Source: an optimization exercise on an open RTL-to-GDS flow (aim: small area, a short achievable clock period and few clock cycles per item). Production flows keep margins and buffers that such runs may drop.
RTL that was checked went through simulation tests only; none was proved equivalent to the original.
No functional check of the RTL was part of runs 3 to 5.
Power figures rest on the tool's default switching activity, not on a simulated workload.

**design.v**
```verilog
`timescale 1ns / 1ps
`timescale 1ns / 1ps
`timescale 1ns / 1ps
`timescale 1ns / 1ps
module systolic_array_controller (
	input clk,
	input rst_n,
	input [3:0] a11, a12, a21, a22,
	input [3:0] b11, b12, b21, b22,
	input in_valid,
	output logic [8:0] c11, c12, c21, c22,
	output logic out_valid
);
always_ff @(posedge clk or negedge rst_n) begin
	if (~rst_n) out_valid <= 1'b0;
	else        out_valid <= in_valid;
end
always_ff @(posedge clk) begin
	c11 <= 9'(a11 * b11) + 9'(a12 * b21);
	c12 <= 9'(a11 * b12) + 9'(a12 * b22);
	c21 <= 9'(a21 * b11) + 9'(a22 * b21);
	c22 <= 9'(a21 * b12) + 9'(a22 * b22);
end
endmodule
```
**constraint.sdc**
```tcl
create_clock -name core_clock -period 5.0 [get_ports {clk}]
set_input_delay 1.0000 -clock core_clock [delete_from_list [all_inputs] [get_ports {clk}]]
set_output_delay 1.0000 -clock core_clock [all_outputs]
set_load 0.01 [all_outputs]
```
**config.mk**
```make
export PLATFORM = sky130hd
export DESIGN_NAME = systolic_array_controller
export DESIGN_NICKNAME = systolic_array_controller
export VERILOG_FILES = /design/flow/design.v
export SDC_FILE = /design/flow/constraint.sdc
export NUM_CORES = 4
export LEC_CHECK = 0
export CAP_MARGIN = 20
export CORE_MARGIN = 2
export CORE_UTILIZATION = 40
export SLEW_MARGIN = 20
```
**run.sh**
```bash
#!/bin/bash
# synth_recipe.tcl (not shown) runs the flow's synth.tcl, then flattens the netlist and writes it again
# the make line also repeats each setting of config.mk as NAME=value (left out here)
make -C /OpenROAD-flow-scripts/flow DESIGN_CONFIG=/design/flow/config.mk WORK_HOME=/design/flow/orfs CLKGATE_MAP_FILE= SYNTH_SCRIPT=/design/flow/synth_recipe.tcl finish
```
==> flow_summary.yaml, run 1 <==
global_route:
  grt_pass1_wl_um: 17800
  grt_overflow: 0
  grt_max_degree: 11
  grt_usage: 0.166
  first_global_vias: 3954
  antenna_found_initial: 0
critical_path:
  end_kind: "flop"
  critical_path.max_fanout: 4
  critPathMostFrequentCell: "fa_1"
  cp_data_required_time_ns: 5.15
  cp_num_buf_inv: 4
  start_kind: "primary input"
  crit_slowest_cell: "clkdlybuf4s50_1"
  crit_arrival_ns: 4.98
  critPathMaxStageDelay_ns: 0.60
  crit_start: "a12[1]"
  crit_cells: 13
  crit_family: "adder cells"
  worstSetupPathType: "primary input to flop"
  crit_chain: "clkdlybuf4s50_1 -> nand2_1 -> fa_1 -> fa_1 -> inv_1 -> fa_1 -> inv_1 -> fa_1 -> buf_4 -> fa_1 -> nor2b_1 -> o31a_1 -> o311ai_1"
min_path:
  holdCritPathClass: "primary input to async pin"
power_and_ir_drop:
  p_comb_frac: 0.653
  switching_share: 0.382
  seqPwrFrac: 0.207
  ir_worst_vdd_v: 0.000162
  p_clk_frac: 0.141
  p_int_mw: 1.34
  p_per_area_nw_per_um2: 336
  leakage_nw: 3.26
  power.switching_mw: 0.830
die:
  dieArea_um2: 13800
  dieHeight_um: 117
  rows: 41
  ioPinCount: 72
  die-width_um: 117
  fp.coreArea_um2: 12600
  initial_core_util: 0.408
sta:
  period_share: 0.967
  worst_pin_slew_ns: 0.370
  relSlewSlack: 0.752
  final_hold_viol_count: 0
  setup_viol: 0
  rsz0062_at_grt: "false"
  period_needed_ns: 4.84
  finalSetupTns_ns: 0
  fmax_ghz: 0.207
  slew_violations: 0
drt:
  avgRoutedWirePerCell_um: 12.6
  drt-total-wl_um: 10500
  drtIter0Drc: 142
  ant_nets: 0
  vias_per_cell: 4.75
  vias: 3955
  drc: 0
  firstDrtPassIters: 4
synth:
  netlist.area_leader.share: 0.281
  synthCells: 549
  synthAdderAreaFrac: 0.485
  synth-xor-area-share: 0.0154
  ys_ff_latch: 37
  synth_area_leaders: "fa_1 28%, ha_1 20%, dfxtp_1 14%"
  muxShareOfSynthArea: 0
  syn_avg_cell_area_um2: 9.35
  syn-num-nets: 740
  synth-simple-area-share: 0.185
  synth_top_family_by_area: "adder cells"
  yosysSeqAreaShare: 0.145
  yosys_warnings: 1
  synth_area_leader_cell: "fa_1"
  synth_cell_types: 32
  synth.cell_area_um2: 5130
  synth_compound_area_frac: 0.0741
clock_network:
  cts_buffer_depth: 2
  cts_num_sinks: 37
  h-tree-depth: 2
  cts_made_buffers: 5
  tritoncts: "done"
  clk_pin_slew_ns: 0.05
  root_buffer: "clkbuf_16"
placed_design:
  placed_cell_area_um2: 6310
  hpwl_um: 9020
  port_buffers: 71
  gp_congestion: 0.789
finish:
  antenna_cells: 0
  drive_gt1_frac: 0.0605
  final_cell_mix: "130 x inv_1, 96 x and2_1, 84 x ha_1, 72 x fa_1, 67 x clkdlybuf4s50_1"
  fin_util: 0.514
  layout_commonest_cell: "inv_1"
  nNetsFinal: 851
  fin_area_um2: 6460
  areaGrowthSynthToFinish_pct: 25.8
flow_run:
  drv_cap: 0
outcome:
  status: "finished clean"
[synth_stat cells]
cell       count
inv_1        130
and2_1        96
ha_1          84
fa_1          72
dfxtp_1       36
nand2_1       34
o21ai_0       10
a21oi_1        9
nor3b_1        9
nor2b_1        8
xnor2_1        8
a211oi_1       5
nor2_1         5
o2111ai_1      5
a21o_1         4
a31oi_1        4
or4b_1         4
o21a_1         3
o311ai_0       3
o311ai_1       3
o31a_1         3
a311oi_1       2
and3b_1        2
nand2b_1       2
a21o_2         1
a221oi_1       1
dfrtp_1        1
nand4_1        1
o211ai_1       1
o21ai_1        1
or4_1          1
xor2_1         1
[power groups by stage]
stage               clock network [mW]  registers (mW)  logic [mW]
CTS                              0.320           0.451        1.44
global placement                     0           0.455        1.40
finish                           0.306           0.449        1.42
floorplan                            0           0.521       0.825
detailed placement                   0           0.457        1.43
global route                     0.329           0.459        1.63
[sequential cells by signal (all words and copies together), names as in the netlist]
signal / flops
out_valid: 1
c22: 9
c12: 9
c21: 9
c11: 9
[cell families after synthesis]
| group | Yosys count |
|---|---|
| AOI/OAI and AO/OA | 55 |
| and+or+nand+nor | 162 |
| DFF | 37 |
| buffers and inverters | 130 |
| xor gates and xnor gates | 9 |
| adders and majority gates | 156 |
[per-stage QoR]
stage / instances / power (mW) / hold WS [ns] / setup slack [ns]
after detailed placement: 825 / 1.88 / 1.15 / -0.274
after CTS: 833 / 2.21 / 0.849 / 0.00814
after global routing: 833 / 2.42 / 0.853 / 0.0266
after global placement: 825 / 1.86 / 1.15 / -0.174
final: 833 / 2.17 / 0.855 / 0.163
after floorplan: 549 / 1.35 / 0.704 / 0.547
[timing repair]
item	4_1_cts	5_1_grt
hold buffers	0	0
hold endpoints to repair	0	0
gates resized for setup	0	5
setup buffers	0	0
endpoints found under the setup margin	0	6
[path summary, 6_finish.rpt]
| check | to |
|---|---|
| worst min-delay path | out_valid$_DFF_PN0_ |
| min in group core_clock | out_valid$_DFF_PN0_ |
| worst max-delay path | c11[8]$_DFF_P_ |
| max in group asynchronous | out_valid$_DFF_PN0_ |
[per-layer routing]
metal | wire (um) | vias to the layer above | global-route usage
li1 | - | 1950 | -
met1 | 4970 | 1908 | 0.228
met2 | 4900 | 82 | 0.272
met3 | 447 | 15 | 0.0237
met4 | 165 | 0 | 0.0494
met5 | 0 | - | 0
[final cells by class]
cell class,count,area [um2]
fill,1201,6110
multi-input combinational,382,3910
timing repair buffer,104,968
sequential,37,746
inverter,130,488
tap,172,215
clock buffer,8,136
Testbench counts, summed over its fixed seeds: cycles 1,208, items 1,200.
==> run 2: changes to the inputs <==
==> design.v (replaced) <==
`timescale 1ns / 1ps
`timescale 1ns / 1ps
`timescale 1ns / 1ps
`timescale 1ns / 1ps
module systolic_array_controller (
	input clk,
	input rst_n,
	input [3:0] a11, a12, a21, a22,
	input [3:0] b11, b12, b21, b22,
	input in_valid,
	output logic [8:0] c11, c12, c21, c22,
	output logic out_valid
);
logic        v_q;
logic [3:0]  x11, x12, x21, x22, y11, y12, y21, y22;
always_ff @(posedge clk or negedge rst_n) begin
	if (~rst_n) {out_valid, v_q} <= 2'b00;
	else        {out_valid, v_q} <= {v_q, in_valid};
end
always_ff @(posedge clk) begin
	{x11, x12, x21, x22, y11, y12, y21, y22} <= {a11, a12, a21, a22, b11, b12, b21, b22};
	c11 <= 9'(x11 * y11) + 9'(x12 * y21);
	c12 <= 9'(x11 * y12) + 9'(x12 * y22);
	c21 <= 9'(x21 * y11) + 9'(x22 * y21);
	c22 <= 9'(x21 * y12) + 9'(x22 * y22);
end
endmodule
==> flow_summary.yaml, run 2 <==
outcome:
  status: "finished clean"
synth:
  syn-num-nets: 773
  synth-xor-area-share: 0.0136
  yosysSeqAreaShare: 0.243
  synth.cell_area_um2: 5800
  yosys_warnings: 1
  synthAdderAreaFrac: 0.430
  ys_ff_latch: 70
  synth_edf_count: 0
  synth_flop_cell: "dfxtp_1"
  syn_avg_cell_area_um2: 9.97
  synth_area_leaders: "fa_1 25%, dfxtp_1 23%, ha_1 18%"
  synthCells: 582
  muxShareOfSynthArea: 0
  synth_compound_area_frac: 0.0675
  synth-simple-area-share: 0.162
  ys_async_sr_fraction: 0.0286
  synth_top_family_by_area: "adder cells"
  yosysMostFrequentCell: "inv_1"
  synth_cell_types: 31
  netlist.area_leader.share: 0.248
  synth_common_cells: "130 x inv_1, 96 x and2_1, 84 x ha_1"
  synth_area_leader_cell: "fa_1"
clock_network:
  cts_setup_buffers: 0
  root_buffer: "clkbuf_16"
  clk_pin_slew_ns: 0.06
  worstSkewPairLatency_ns: 0.35
  ctsResizeCount: 0
  tritoncts: "done"
  cts_num_sinks: 70
  cts_made_buffers: 9
  h-tree-depth: 3
  cts_buffer_depth: 2
  hold_buffers: 0
die:
  dieHeight_um: 124
  initial_core_util: 0.404
  die-width_um: 124
  fp.coreArea_um2: 14400
  dieArea_um2: 15500
  ioPinCount: 72
  rows: 44
min_path:
  hold_start: "v_q$_DFF_PN0_"
  holdCritPathClass: "flop to flop"
power_and_ir_drop:
  p_comb_frac: 0.490
  power_mw: 2.70
  p_clk_frac: 0.230
  switching_share: 0.362
  p_per_area_nw_per_um2: 384
  p_int_mw: 1.72
  leakage_nw: 3.41
  seqPwrFrac: 0.281
  ir_worst_vdd_v: 0.000242
  power.switching_mw: 0.978
critical_path:
  cp_data_required_time_ns: 5.27
  critPathMostFrequentCell: "fa_1"
  crit_arrival_ns: 4.30
  worstSetupPathType: "flop to flop"
  crit_slowest_cell: "fa_1"
  critical_path.max_fanout: 8
  worst-r2r-cell-count: 12
  crit_start: "x12[1]$_DFF_P_"
  critPathCapture: "c11[7]$_DFF_P_"
  timing.rr.end: "c11[7]$_DFF_P_"
  r2r-start: "x12[1]$_DFF_P_"
  start_kind: "flop"
  crit_chain: "nand2_1 -> fa_1 -> fa_1 -> inv_1 -> fa_1 -> inv_1 -> fa_1 -> inv_1 -> ha_1 -> a211oi_1 -> or4b_1 -> o2111ai_1"
  regToRegSetupSlack_ns: 0.97
  end_kind: "flop"
  critPathMaxStageDelay_ns: 0.59
global_route:
  antenna_found_initial: 0
  grt_pass1_wl_um: 20500
  grt_max_degree: 14
  grt_usage: 0.166
  grt_overflow: 0
  first_global_vias: 4367
finish:
  nNetsFinal: 855
  layout_commonest_cell: "inv_1"
  fin_area_um2: 7030
  final_cell_mix: "130 x inv_1, 96 x and2_1, 84 x ha_1, 72 x fa_1, 71 x clkdlybuf4s50_1"
  antenna_cells: 0
  drive_gt1_frac: 0.0269
  nFillCells: 1382
  areaGrowthSynthToFinish_pct: 21.1
sta:
  final_hold_viol_count: 0
  clock_skew_ns: 0.00889
  period_share: 0.807
  finalSetupTns_ns: 0
  worst_pin_slew_ns: 0.369
  setup_viol: 0
  period_needed_ns: 4.03
  rsz0062_at_grt: "false"
  relSlewSlack: 0.751
  fmax_ghz: 0.248
  slew_violations: 0
placed_design:
  placed_cell_area_um2: 6740
  hpwl_um: 9560
  gp_congestion: 0.862
  port_buffers: 71
drt:
  vias: 4045
  drt-total-wl_um: 11700
  firstDrtPassIters: 4
  ant_nets: 0
  drc: 0
  vias_per_cell: 4.74
  avgRoutedWirePerCell_um: 13.7
  drtIter0Drc: 152
flow_run:
  drv_cap: 0
## run 2: how the worst min path moves through the flow
stage | cells past startpoint | end | slack, ns
2_1_floorplan | 0 | out_valid$_DFF_PN0_ | 0.33
3_3_place_gp | 0 | out_valid$_DFF_PN0_ | 0.34
3_5_place_dp | 0 | out_valid$_DFF_PN0_ | 0.34
4_1_cts | 0 | out_valid$_DFF_PN0_ | 0.36
5_1_grt | 0 | out_valid$_DFF_PN0_ | 0.38
6_report | 0 | out_valid$_DFF_PN0_ | 0.36
## run 2: per-stage QoR
step	cells	setup slack [ns]	util	hold WS, ns
2_1_floorplan	582	1.19	-	0.331
3_3_place_gp	837	1.04	0.469	0.343
3_5_place_dp	837	0.952	0.469	0.336
4_1_cts	853	0.947	0.489	0.363
5_1_grt	853	0.746	0.489	0.375
6_report	853	0.967	0.489	0.355
## run 2: area by class of cell
class | count | area, um2 | share of cell area
clock buffers | 10 | 239 | 0.0340
clock inverters | 6 | 46.3 | 0.00659
inverters | 130 | 488 | 0.0694
multi-input cells | 382 | 3900 | 0.555
flip-flops and latches | 70 | 1410 | 0.201
well taps | 184 | 230 | 0.0328
repair buffers | 71 | 711 | 0.101
## run 2: cells by family after synthesis
| logic type | after synthesis |
|---|---|
| buffers and inverters | 130 |
| XOR/XNOR | 9 |
| flip-flops | 70 |
| adder cells (fa/ha/maj) | 156 |
| AO/OA/AOI/OAI | 56 |
| AND/OR/NAND/NOR | 161 |
## run 2: critical path: cells and delay by family (launching register included)
family | cells | cell delay, ns
adders and majority gates | 5 | 2.51
and+or+nand+nor | 2 | 0.63
DFF | 1 | 0.46
buffers and inverters | 3 | 0.18
AOI/OAI and AO/OA | 2 | 0.18
## run 2: power by group through the flow
stage / logic, mW / clock network [mW] / registers [mW]
floorplan: 0.825 / 0 / 0.819
global placement: 1.31 / 0 / 0.768
detailed placement: 1.33 / 0 / 0.772
CTS: 1.35 / 0.650 / 0.761
global route: 1.52 / 0.663 / 0.775
finish: 1.32 / 0.620 / 0.758
## run 2: routing by layer
layer / share of wire / up-vias / track usage
li1: - / 2003 / -
met5: 0 / - / 0
met3: 0.036 / 18 / 0.0395
met2: 0.49 / 68 / 0.280
met4: 0.021 / 0 / 0.0674
met1: 0.45 / 1956 / 0.204
Testbench counts of run 2, summed over its fixed seeds: cycles 1,216, items 1,200.
==> run 3: changes to the inputs <==
==> design.v (replaced) <==
`timescale 1ns / 1ps
module fa3 (input a, b, c, output s, co);
assign s  = a ^ b ^ c;
assign co = (a & b) | (a & c) | (b & c);
endmodule
module ha2 (input a, b, output s, co);
assign s  = a ^ b;
assign co = a & b;
endmodule
module mac2 (
	input  [3:0] x1, y1, x2, y2,
	output [8:0] c
);
wire k0, s1, k1, k2, s3, k3, s4, k4, s5, k5, k6, s7, k7, s8, k8, s9, k9, s10, k10, s11, k11, k12, s13, k13, s14, k14, s15, k15, s16, k16, s17, k17, k18, s19, k19, s20, k20, s21, k21, s22, k22, k23, s24, k24, s25, k25, k26;
ha2 u0 (.a((x1[0] & y1[0])), .b((x2[0] & y2[0])), .s(c[0]), .co(k0));
fa3 u1 (.a((x1[0] & y1[1])), .b((x1[1] & y1[0])), .c((x2[0] & y2[1])), .s(s1), .co(k1));
fa3 u2 (.a((x2[1] & y2[0])), .b(k0), .c(s1), .s(c[1]), .co(k2));
fa3 u3 (.a((x1[0] & y1[2])), .b((x1[1] & y1[1])), .c((x1[2] & y1[0])), .s(s3), .co(k3));
fa3 u4 (.a((x2[0] & y2[2])), .b((x2[1] & y2[1])), .c((x2[2] & y2[0])), .s(s4), .co(k4));
fa3 u5 (.a(k1), .b(s3), .c(s4), .s(s5), .co(k5));
ha2 u6 (.a(k2), .b(s5), .s(c[2]), .co(k6));
fa3 u7 (.a((x1[0] & y1[3])), .b((x1[1] & y1[2])), .c((x1[2] & y1[1])), .s(s7), .co(k7));
fa3 u8 (.a((x1[3] & y1[0])), .b((x2[0] & y2[3])), .c((x2[1] & y2[2])), .s(s8), .co(k8));
fa3 u9 (.a((x2[2] & y2[1])), .b((x2[3] & y2[0])), .c(k3), .s(s9), .co(k9));
fa3 u10 (.a(k4), .b(s7), .c(s8), .s(s10), .co(k10));
fa3 u11 (.a(k5), .b(s9), .c(s10), .s(s11), .co(k11));
ha2 u12 (.a(k6), .b(s11), .s(c[3]), .co(k12));
fa3 u13 (.a((x1[1] & y1[3])), .b((x1[2] & y1[2])), .c((x1[3] & y1[1])), .s(s13), .co(k13));
fa3 u14 (.a((x2[1] & y2[3])), .b((x2[2] & y2[2])), .c((x2[3] & y2[1])), .s(s14), .co(k14));
fa3 u15 (.a(k7), .b(k8), .c(s13), .s(s15), .co(k15));
fa3 u16 (.a(s14), .b(k9), .c(k10), .s(s16), .co(k16));
fa3 u17 (.a(s15), .b(k11), .c(s16), .s(s17), .co(k17));
ha2 u18 (.a(k12), .b(s17), .s(c[4]), .co(k18));
fa3 u19 (.a((x1[2] & y1[3])), .b((x1[3] & y1[2])), .c((x2[2] & y2[3])), .s(s19), .co(k19));
fa3 u20 (.a((x2[3] & y2[2])), .b(k13), .c(k14), .s(s20), .co(k20));
fa3 u21 (.a(s19), .b(k15), .c(s20), .s(s21), .co(k21));
fa3 u22 (.a(k16), .b(s21), .c(k17), .s(s22), .co(k22));
ha2 u23 (.a(k18), .b(s22), .s(c[5]), .co(k23));
fa3 u24 (.a((x1[3] & y1[3])), .b((x2[3] & y2[3])), .c(k19), .s(s24), .co(k24));
fa3 u25 (.a(k20), .b(s24), .c(k21), .s(s25), .co(k25));
fa3 u26 (.a(s25), .b(k22), .c(k23), .s(c[6]), .co(k26));
fa3 u27 (.a(k24), .b(k25), .c(k26), .s(c[7]), .co(c[8]));
endmodule
`timescale 1ns / 1ps
`timescale 1ns / 1ps
`timescale 1ns / 1ps
module systolic_array_controller (
	input clk,
	input rst_n,
	input [3:0] a11, a12, a21, a22,
	input [3:0] b11, b12, b21, b22,
	input in_valid,
	output logic [8:0] c11, c12, c21, c22,
	output logic out_valid
);
logic [8:0]  p11, p12, p21, p22;
always_ff @(posedge clk or negedge rst_n) begin
	if (~rst_n) out_valid <= 1'b0;
	else        out_valid <= in_valid;
end
mac2 i_mac11 (.x1(a11), .y1(b11), .x2(a12), .y2(b21), .c(p11));
mac2 i_mac12 (.x1(a11), .y1(b12), .x2(a12), .y2(b22), .c(p12));
mac2 i_mac21 (.x1(a21), .y1(b11), .x2(a22), .y2(b21), .c(p21));
mac2 i_mac22 (.x1(a21), .y1(b12), .x2(a22), .y2(b22), .c(p22));
always_ff @(posedge clk) begin
	{c11, c12, c21, c22} <= {p11, p12, p21, p22};
end
endmodule
--- a/config.mk
+++ b/config.mk
@@ -9,3 +9,5 @@
 export CORE_MARGIN = 2
 export CORE_UTILIZATION = 40
 export SLEW_MARGIN = 20
+export SYNTH_HIERARCHICAL = 1
+export SYNTH_MINIMUM_KEEP_SIZE = 0
==> flow_summary.yaml, run 3 <==
synth:
  synth-xor-area-share: 0
  synth_common_cells: "128 x and2_1, 92 x fa_1, 36 x dfxtp_1"
  yosysSeqAreaShare: 0.205
  syn_avg_cell_area_um2: 13.1
  synthAdderAreaFrac: 0.575
  synth_top_family_by_area: "adder cells"
  ys_ff_latch: 37
  synthCells: 277
  ys_async_sr_fraction: 0.0270
  synth_cell_types: 5
  netlist.area_leader.share: 0.506
  synth.cell_area_um2: 3640
  synth_area_leaders: "fa_1 51%, and2_1 22%, dfxtp_1 20%"
  synth_flop_cell: "dfxtp_1"
  synth_compound_area_frac: 0
  yosysMostFrequentCell: "and2_1"
  synth_edf_count: 0
  muxShareOfSynthArea: 0
  yosys_warnings: 7
  synth_area_leader_cell: "fa_1"
  syn-num-nets: 424
  synth-simple-area-share: 0.220
critical_path:
  critPathCapture: "c11[7]$_DFF_P_"
  start_kind: "primary input"
  cp_data_required_time_ns: 5.17
  end_kind: "flop"
  critical_path.max_fanout: 8
  crit_start: "b11[3]"
  critPathMostFrequentCell: "fa_1"
  crit_slowest_cell: "fa_1"
  crit_chain: "clkdlybuf4s50_1 -> and2_1 -> fa_1 -> fa_1 -> fa_1 -> fa_1 -> fa_1 -> ha_1 -> fa_1 -> fa_1"
  worstSetupPathType: "primary input to flop"
  crit_arrival_ns: 5.05
  critPathMaxStageDelay_ns: 0.56
clock_network:
  cts_setup_buffers: 0
  root_buffer: "clkbuf_8"
  cts_num_sinks: 37
  h-tree-depth: 2
  clk_pin_slew_ns: 0.07
  tritoncts: "done"
  cts_made_buffers: 5
  cts_buffer_depth: 2
  ctsResizeCount: 0
  hold_buffers: 0
die:
  fp.coreArea_um2: 8760
  initial_core_util: 0.415
  dieHeight_um: 99.4
  dieArea_um2: 9880
  rows: 34
  die-width_um: 99.4
  ioPinCount: 72
finish:
  areaGrowthSynthToFinish_pct: 27.9
  drive_gt1_frac: 0.0384
  antenna_cells: 0
  fin_util: 0.531
  nNetsFinal: 511
  final_cell_mix: "128 x and2_1, 92 x fa_1, 62 x clkdlybuf4s50_1, 36 x dfxtp_1, 20 x ha_1"
  layout_commonest_cell: "and2_1"
drt:
  top_layer: "met4"
  drtIter0Drc: 46
  drt-total-wl_um: 6880
  drc: 0
  vias_per_cell: 4.78
  avgRoutedWirePerCell_um: 14.5
  met2_length_um: 3430
  wl_met3_um: 385
  drt-met1-wl_um: 3000
  firstDrtPassIters: 4
  vias: 2262
  ant_nets: 0
global_route:
  grt_pass1_wl_um: 12100
  first_global_vias: 2603
  grt_max_degree: 11
  grt_overflow: 0
  grt_usage: 0.157
  antenna_found_initial: 0
power_and_ir_drop:
  leakage_nw: 2.12
  power.switching_mw: 0.469
  ir_worst_vdd_v: 0.000149
  switching_share: 0.332
  p_clk_frac: 0.146
  seqPwrFrac: 0.313
  p_per_area_nw_per_um2: 303
  p_comb_frac: 0.541
  p_int_mw: 0.942
placed_design:
  port_buffers: 71
  place_ws_ns: -0.233
  gp_congestion: 0.777
  hpwl_um: 5800
sta:
  final_hold_viol_count: 0
  fmax_ghz: 0.205
  setup_viol: 0
  relSlewSlack: 0.787
  worst_pin_slew_ns: 0.318
  finalWorstSetupSlack_ns: 0.124
  period_share: 0.975
  period_needed_ns: 4.88
  slew_violations: 0
  rsz0062_at_grt: "false"
flow_run:
  drv_cap: 0
min_path:
  holdCritPathClass: "primary input to async pin"
outcome:
  status: "finished clean"
run 3: changes by cell type after synthesis, sizes merged, moves of 8 or more:
cell   change
nand2     -34
fa        +20
dfxtp     -32
a21oi     -10
ha        -64
xnor2      -8
and2      +32
o21ai     -10
inv      -130
run 3: worst min-delay path by stage:
stage	cells after the start	startpoint	end
CTS	1	rst_n	out_valid$_DFF_PN0_
global placement	1	rst_n	out_valid$_DFF_PN0_
floorplan	0	rst_n	out_valid$_DFF_PN0_
global route	1	rst_n	out_valid$_DFF_PN0_
finish	1	rst_n	out_valid$_DFF_PN0_
detailed placement	1	rst_n	out_valid$_DFF_PN0_
run 3: worst max-delay path: cells and delay by family:
kind / cells / cell delay, ns
AND/OR/NAND/NOR: 1 / 0.24
adder cells (fa/ha/maj): 8 / 3.27
buffers and inverters: 1 / 0.53
run 3: per-layer routing:
layer / vias to the layer above / global-route usage
met5: - / 0
met4: 0 / 0.0316
met3: 5 / 0.0274
met2: 62 / 0.268
met1: 1168 / 0.214
li1: 1027 / -
run 3: per-stage QoR:
step                      TNS [ns]  cell area, um2  hold WS [ns]  power [mW]  cells
after floorplan                  0            3640         0.704       0.869    277
after detailed placement     -1.48            4550          1.15        1.24    465
after global placement       -1.21            4550          1.15        1.23    465
final                            0            4650         0.849        1.41    473
after global routing             0            4650         0.837        1.57    473
after CTS                        0            4630         0.837        1.46    473
run 3: area by class of cell:
type                            count  area (um2)
Clock buffer                        8        80.1
Fill cell                         781        4110
Multi-Input combinational cell    240        2890
Sequential cell                    37         746
Tap cell                          108         135
Timing Repair Buffer               80         801
run 3: logic make-up after synthesis:
logic type | count (synthesis)
adders and majority gates | 112
DFF | 37
and+or+nand+nor | 128
run 3: per-module statistics from Yosys (local to each module, per instance):
module                     flip-flops and latches  area (um2)
systolic_array_controller                      37         746
fa3                                             0        20.0
mac2                                            0         200
ha2                                             0        12.5
run 3: power groups by stage:
stage / logic (mW) / clock network [mW] / registers, mW
6_report: 0.763 / 0.206 / 0.441
5_1_grt: 0.890 / 0.229 / 0.454
4_1_cts: 0.794 / 0.219 / 0.443
3_5_place_dp: 0.790 / 0 / 0.450
3_3_place_gp: 0.777 / 0 / 0.449
2_1_floorplan: 0.356 / 0 / 0.512
==> run 4: changes to the inputs <==
--- a/design.v
+++ b/design.v
@@ -53,16 +53,19 @@
 	output logic [8:0] c11, c12, c21, c22,
 	output logic out_valid
 );
+logic        v_q;
+logic [3:0]  x11, x12, x21, x22, y11, y12, y21, y22;
 logic [8:0]  p11, p12, p21, p22;
 always_ff @(posedge clk or negedge rst_n) begin
-	if (~rst_n) out_valid <= 1'b0;
-	else        out_valid <= in_valid;
+	if (~rst_n) {out_valid, v_q} <= 2'b00;
+	else        {out_valid, v_q} <= {v_q, in_valid};
 end
-mac2 i_mac11 (.x1(a11), .y1(b11), .x2(a12), .y2(b21), .c(p11));
-mac2 i_mac12 (.x1(a11), .y1(b12), .x2(a12), .y2(b22), .c(p12));
-mac2 i_mac21 (.x1(a21), .y1(b11), .x2(a22), .y2(b21), .c(p21));
-mac2 i_mac22 (.x1(a21), .y1(b12), .x2(a22), .y2(b22), .c(p22));
+mac2 i_mac11 (.x1(x11), .y1(y11), .x2(x12), .y2(y21), .c(p11));
+mac2 i_mac12 (.x1(x11), .y1(y12), .x2(x12), .y2(y22), .c(p12));
+mac2 i_mac21 (.x1(x21), .y1(y11), .x2(x22), .y2(y21), .c(p21));
+mac2 i_mac22 (.x1(x21), .y1(y12), .x2(x22), .y2(y22), .c(p22));
 always_ff @(posedge clk) begin
+	{x11, x12, x21, x22, y11, y12, y21, y22} <= {a11, a12, a21, a22, b11, b12, b21, b22};
 	{c11, c12, c21, c22} <= {p11, p12, p21, p22};
 end
 endmodule
==> flow_summary.yaml, run 4 <==
outcome:
  status: "finished clean"
finish:
  nNetsFinal: 539
  fin_util: 0.516
  stdcell_count: 533
  final_cell_mix: "128 x and2_1, 92 x fa_1, 71 x clkdlybuf4s50_1, 68 x dfxtp_1, 20 x ha_1"
  antenna_cells: 0
  fin_area_um2: 5350
  nFillCells: 927
  areaGrowthSynthToFinish_pct: 24.4
  drive_gt1_frac: 0.0353
  layout_commonest_cell: "and2_1"
critical_path:
  cp_data_required_time_ns: 5.22
  crit_arrival_ns: 4.26
  end_kind: "flop"
  regToRegSetupSlack_ns: 0.96
  critical_path.max_fanout: 8
  critPathMostFrequentCell: "fa_1"
  start_kind: "flop"
  worstSetupPathType: "flop to flop"
  worst-r2r-cell-count: 9
  critPathMaxStageDelay_ns: 0.50
  r2r-start: "x11[0]$_DFF_P_"
  crit_slowest_cell: "dfxtp_1"
  timing.rr.end: "c11[7]$_DFF_P_"
  crit_chain: "and2_1 -> fa_1 -> fa_1 -> fa_1 -> fa_1 -> fa_1 -> ha_1 -> fa_1 -> fa_1"
placed_design:
  place_ws_ns: 0.941
  place_inst: 517
  hpwl_um: 6360
  gp_congestion: 0.777
  port_buffers: 71
  placed_cell_area_um2: 5180
sta:
  fmax_ghz: 0.248
  slew_violations: 0
  finalSetupTns_ns: 0
  clock_skew_ns: 0.00766
  relSlewSlack: 0.777
  rsz0062_at_grt: "false"
  period_needed_ns: 4.04
  worst_pin_slew_ns: 0.334
  finalWorstSetupSlack_ns: 0.961
  setup_viol: 0
  final_hold_viol_count: 0
  period_share: 0.808
global_route:
  antenna_found_initial: 0
  grt_overflow: 0
  grt_pass1_wl_um: 13800
  first_global_vias: 2830
  grt_usage: 0.158
  grt_max_degree: 12
clock_network:
  cts_buffer_depth: 2
  cts_setup_buffers: 0
  clk_pin_slew_ns: 0.07
  ctsResizeCount: 0
  hold_buffers: 0
  cts_made_buffers: 9
  cts_num_sinks: 70
  h-tree-depth: 3
  tritoncts: "done"
  worstSkewPairLatency_ns: 0.35
  root_buffer: "clkbuf_8"
power_and_ir_drop:
  p_clk_frac: 0.213
  leakage_nw: 2.32
  power.switching_mw: 0.580
  switching_share: 0.308
  ir_worst_vdd_v: 0.000140
  p_comb_frac: 0.389
  p_per_area_nw_per_um2: 353
  seqPwrFrac: 0.398
  p_int_mw: 1.31
die:
  ioPinCount: 72
  dieArea_um2: 11600
  initial_core_util: 0.415
  dieHeight_um: 108
  fp.coreArea_um2: 10400
  die-width_um: 108
  rows: 37
synth:
  syn-num-nets: 457
  synth_flop_cell: "dfxtp_1"
  yosysMostFrequentCell: "and2_1"
  synthCells: 310
  netlist.area_leader.share: 0.428
  synth_area_leaders: "fa_1 43%, dfxtp_1 32%, and2_1 19%"
  synth.cell_area_um2: 4300
  synth_edf_count: 0
  yosysSeqAreaShare: 0.328
  ys_ff_latch: 70
  synth_area_leader_cell: "fa_1"
  synth_cell_types: 5
  yosys_warnings: 7
  ys_async_sr_fraction: 0.0286
  syn_avg_cell_area_um2: 13.9
  synth_common_cells: "128 x and2_1, 92 x fa_1, 68 x dfxtp_1"
drt:
  vias: 2499
  vias_per_cell: 4.69
  drtIter0Drc: 61
  avgRoutedWirePerCell_um: 15.3
  drc: 0
  firstDrtPassIters: 4
  drt-total-wl_um: 8170
  ant_nets: 0
min_path:
  holdCritPathClass: "flop to flop"
  hold_start: "v_q$_DFF_PN0_"
  hold_depth: 0
  min_to: "out_valid$_DFF_PN0_"
flow_run:
  drv_cap: 0
run 4: worst max path at each step:
stage	start	endpoint	slack (ns)	cells after the start
finish	x11[0]$_DFF_P_	c11[7]$_DFF_P_	0.96	9
global route	x11[0]$_DFF_P_	c11[7]$_DFF_P_	0.79	9
CTS	x12[0]$_DFF_P_	c11[7]$_DFF_P_	0.92	9
detailed placement	x12[0]$_DFF_P_	c11[7]$_DFF_P_	0.94	9
global placement	x12[0]$_DFF_P_	c11[7]$_DFF_P_	0.98	9
floorplan	y11[3]$_DFF_P_	c11[7]$_DFF_P_	1.18	9
run 4: final cells by class:
cell class                      count  area [um2]  share of cell area
Timing Repair Buffer               71         711               0.133
Tap cell                          136         170              0.0318
Clock buffer                       12         145              0.0271
Multi-Input combinational cell    240        2890               0.540
Clock inverter                      4        22.5             0.00421
Sequential cell                    70        1410               0.264
run 4: per-stage QoR:
step	power (mW)	hold WS [ns]
finish	1.89	0.364
global route	2.07	0.371
CTS	1.94	0.366
detailed placement	1.53	0.348
global placement	1.53	0.343
floorplan	1.16	0.331
run 4: per-module statistics from Yosys, one instance, submodules excluded:
module | flops+latches | cells inside
systolic_array_controller | 70 | 70
fa3 | 0 | 1
mac2 | 0 | 32
ha2 | 0 | 1
run 4: logic make-up after synthesis:
kind of cell	count (synthesis)	synth area share
simple gates	128	0.186
fa+ha+maj	112	0.486
flops	70	0.328
run 4: power by group through the flow:
stage / logic (mW) / registers (mW) / clock network, mW
4_1_cts: 0.766 / 0.754 / 0.423
3_3_place_gp: 0.764 / 0.766 / 0
3_5_place_dp: 0.762 / 0.765 / 0
6_report: 0.734 / 0.751 / 0.401
5_1_grt: 0.853 / 0.766 / 0.448
2_1_floorplan: 0.355 / 0.809 / 0
run 4: per-layer routing:
layer | track usage | share of wire | vias to the layer above | wire length (um)
met5 | 0 | 0 | - | 0
met4 | 0.0559 | 0.013 | 0 | 109
met3 | 0.0369 | 0.050 | 12 | 412
met2 | 0.263 | 0.51 | 65 | 4190
met1 | 0.202 | 0.42 | 1300 | 3460
li1 | - | - | 1122 | -
run 4: critical path: cells and delay by family, from the launching register on:
kind	cells	cell delay, ns
simple gates	1	0.21
flops	1	0.50
fa+ha+maj	8	3.21
==> run 5: changes to the inputs <==
--- a/config.mk
+++ b/config.mk
@@ -8,6 +8,7 @@
 export CAP_MARGIN = 20
 export CORE_MARGIN = 2
 export CORE_UTILIZATION = 40
+export SETUP_SLACK_MARGIN = 1.5
 export SLEW_MARGIN = 20
 export SYNTH_HIERARCHICAL = 1
 export SYNTH_MINIMUM_KEEP_SIZE = 0
==> flow_summary.yaml, run 5 <==
drt:
  firstDrtPassIters: 4
  drtIter0Drc: 36
  ant_nets: 0
  drc: 0
  met2_length_um: 4370
  drt-met1-wl_um: 3560
  avgRoutedWirePerCell_um: 15.6
  drt-total-wl_um: 8460
  vias: 2534
  top_layer: "met4"
  vias_per_cell: 4.68
  wl_met3_um: 385
placed_design:
  place_ws_ns: 1.01
  hpwl_um: 6600
  port_buffers: 71
  placed_cell_area_um2: 5240
  place_inst: 517
  gp_congestion: 0.828
critical_path:
  end_kind: "flop"
  critical_path.max_fanout: 8
  crit_family: "adder cells"
  r2r-start: "x21[0]$_DFF_P_"
  cp_num_buf_inv: 0
  worstSetupPathType: "flop to flop"
  timing.rr.end: "c21[7]$_DFF_P_"
  crit_chain: "and2_4 -> fa_1 -> fa_2 -> fa_2 -> fa_2 -> fa_1 -> ha_2 -> fa_2 -> fa_2"
  critPathMaxStageDelay_ns: 0.58
  regToRegSetupSlack_ns: 1.17
  crit_arrival_ns: 4.13
  start_kind: "flop"
  worst-r2r-cell-count: 9
  critPathMostFrequentCell: "fa_2"
  crit_slowest_cell: "fa_1"
  cp_data_required_time_ns: 5.30
min_path:
  hold_start: "v_q$_DFF_PN0_"
  min_to: "out_valid$_DFF_PN0_"
  holdCritPathClass: "flop to flop"
  hold_depth: 0
synth:
  ys_ff_latch: 70
  yosys_warnings: 7
  synthCells: 310
  syn_avg_cell_area_um2: 13.9
  synth_flop_cell: "dfxtp_1"
  synth_area_leader_cell: "fa_1"
  synth_area_leaders: "fa_1 43%, dfxtp_1 32%, and2_1 19%"
  ys_async_sr_fraction: 0.0286
  synth_common_cells: "128 x and2_1, 92 x fa_1, 68 x dfxtp_1"
  yosysMostFrequentCell: "and2_1"
  synth_edf_count: 0
  synth_cell_types: 5
  synth.cell_area_um2: 4300
  syn-num-nets: 457
  netlist.area_leader.share: 0.428
  yosysSeqAreaShare: 0.328
outcome:
  status: "finished clean"
sta:
  final_hold_viol_count: 0
  period_share: 0.766
  finalWorstSetupSlack_ns: 1.17
  worst_pin_slew_ns: 0.296
  slew_violations: 0
  fmax_ghz: 0.261
  setup_viol: 0
  finalSetupTns_ns: 0
  period_needed_ns: 3.83
  relSlewSlack: 0.802
  whs_ns: 0.361
  clock_skew_ns: 0.0113
  rsz0062_at_grt: "true"
global_route:
  grt_pass1_wl_um: 14400
  first_global_vias: 2975
  grt_overflow: 0
  grt_max_degree: 13
  antenna_found_initial: 0
  grt_usage: 0.166
clock_network:
  worstSkewPairLatency_ns: 0.36
  cts_num_sinks: 70
  cts_made_buffers: 9
  h-tree-depth: 3
  hold_buffers: 0
  tritoncts: "done"
  cts_buffer_depth: 2
  clk_pin_slew_ns: 0.07
  root_buffer: "clkbuf_8"
finish:
  layout_commonest_cell: "and2_1"
  areaGrowthSynthToFinish_pct: 31.4
  antenna_cells: 0
  fin_util: 0.545
  drive_gt1_frac: 0.227
  fin_area_um2: 5660
  final_cell_mix: "119 x and2_1, 71 x clkdlybuf4s50_1, 68 x fa_1, 38 x dfxtp_1, 24 x fa_2"
  nNetsFinal: 548
  stdcell_count: 542
power_and_ir_drop:
  leakage_nw: 2.38
  p_per_area_nw_per_um2: 367
  power_mw: 2.08
  ir_worst_vdd_v: 0.000215
die:
  dieHeight_um: 108
  dieArea_um2: 11600
  initial_core_util: 0.415
  fp.coreArea_um2: 10400
  ioPinCount: 72
  die-width_um: 108
  rows: 37
flow_run:
  drv_cap: 0
[run 5: cell type report]
| class | instances | area [um2] |
|---|---|---|
| Fill cell | 914 | 4710 |
| Tap cell | 136 | 170 |
| Multi-Input combinational cell | 240 | 2990 |
| Clock inverter | 7 | 113 |
| Sequential cell | 70 | 1490 |
| Clock buffer | 9 | 124 |
| Timing Repair Buffer | 80 | 778 |
[run 5: worst max path at each step]
stage / startpoint / to / depth (start not counted)
finish: x21[0]$_DFF_P_ / c21[7]$_DFF_P_ / 9
global route: x11[2]$_DFF_P_ / c12[7]$_DFF_P_ / 9
CTS: x21[0]$_DFF_P_ / c21[7]$_DFF_P_ / 9
detailed placement: x12[0]$_DFF_P_ / c11[7]$_DFF_P_ / 9
global placement: x12[0]$_DFF_P_ / c12[7]$_DFF_P_ / 9
floorplan: y21[2]$_DFF_P_ / c11[7]$_DFF_P_ / 9
[run 5: modules after synthesis (local to each module, per instance)]
| module | flip-flops and latches | copies in the design |
|---|---|---|
| mac2 | 0 | 4 |
| fa3 | 0 | 92 |
| ha2 | 0 | 20 |
| systolic_array_controller | 70 | 1 |
[run 5: logic make-up (layout without fill, tap and decap cells)]
family | Yosys count | in the layout | share of synthesized area
adders and majority gates | 112 | 112 | 0.486
DFF | 70 | 70 | 0.328
buffers and inverters | 0 | 96 | 0
and+or+nand+nor | 128 | 128 | 0.186
[run 5: per-layer routing]
metal / global-route usage / vias up
met4: 0.0513 / 0
met2: 0.280 / 57
met3: 0.0412 / 15
li1: - / 1141
met5: 0 / -
met1: 0.211 / 1321
[run 5: where the power goes]
| part | switching, mW | internal (mW) | leakage, nW |
|---|---|---|---|
| combinational | 0.332 | 0.453 | 1.66 |
| clock | 0.214 | 0.328 | 0.119 |
| sequential | 0.0565 | 0.692 | 0.601 |
[run 5: what timing repair did]
action	4_1_cts	5_1_grt
resized for setup	51	7
pin swaps	17	3
hold endpoints to repair	0	0
endpoints found under the setup margin	12	12
buffers inserted	6	3

separate check: timing with driven ports:
The results above use ideal ports. As a check the final layouts listed here were re-extracted and re-timed, cells and wires unchanged. Step 1 assumes that a clkbuf_16 drives the clock port and a buf_2 every other input. Step 2 times the ports against the registers' clock, not the clock port: input delays grow and output delays shrink by t, the midpoint of the rising clock arrivals with the driver on. a / b / c = ideal / step 1 / step 2; a / b = the first two.
run	t, ns	setup WS [ns]	worst slew at a driven data input, ns
run 1	0.320	0.163 / 0.175 / -0.145	0.04
run 2	0.387	0.967 / 0.967 / 0.967	0.04
run 3	0.317	0.124 / 0.133 / -0.183	0.04
run 4	0.374	0.961 / 0.961 / 0.961	0.04
run 5	0.385	1.170 / 1.170 / 1.170	0.04
With both steps, setup timing fails in run 1 and run 3, where it was met with ideal ports. The setup slack of run 1, which loses most, moves by +0.012 ns with the drivers and by -0.308 ns with both steps.
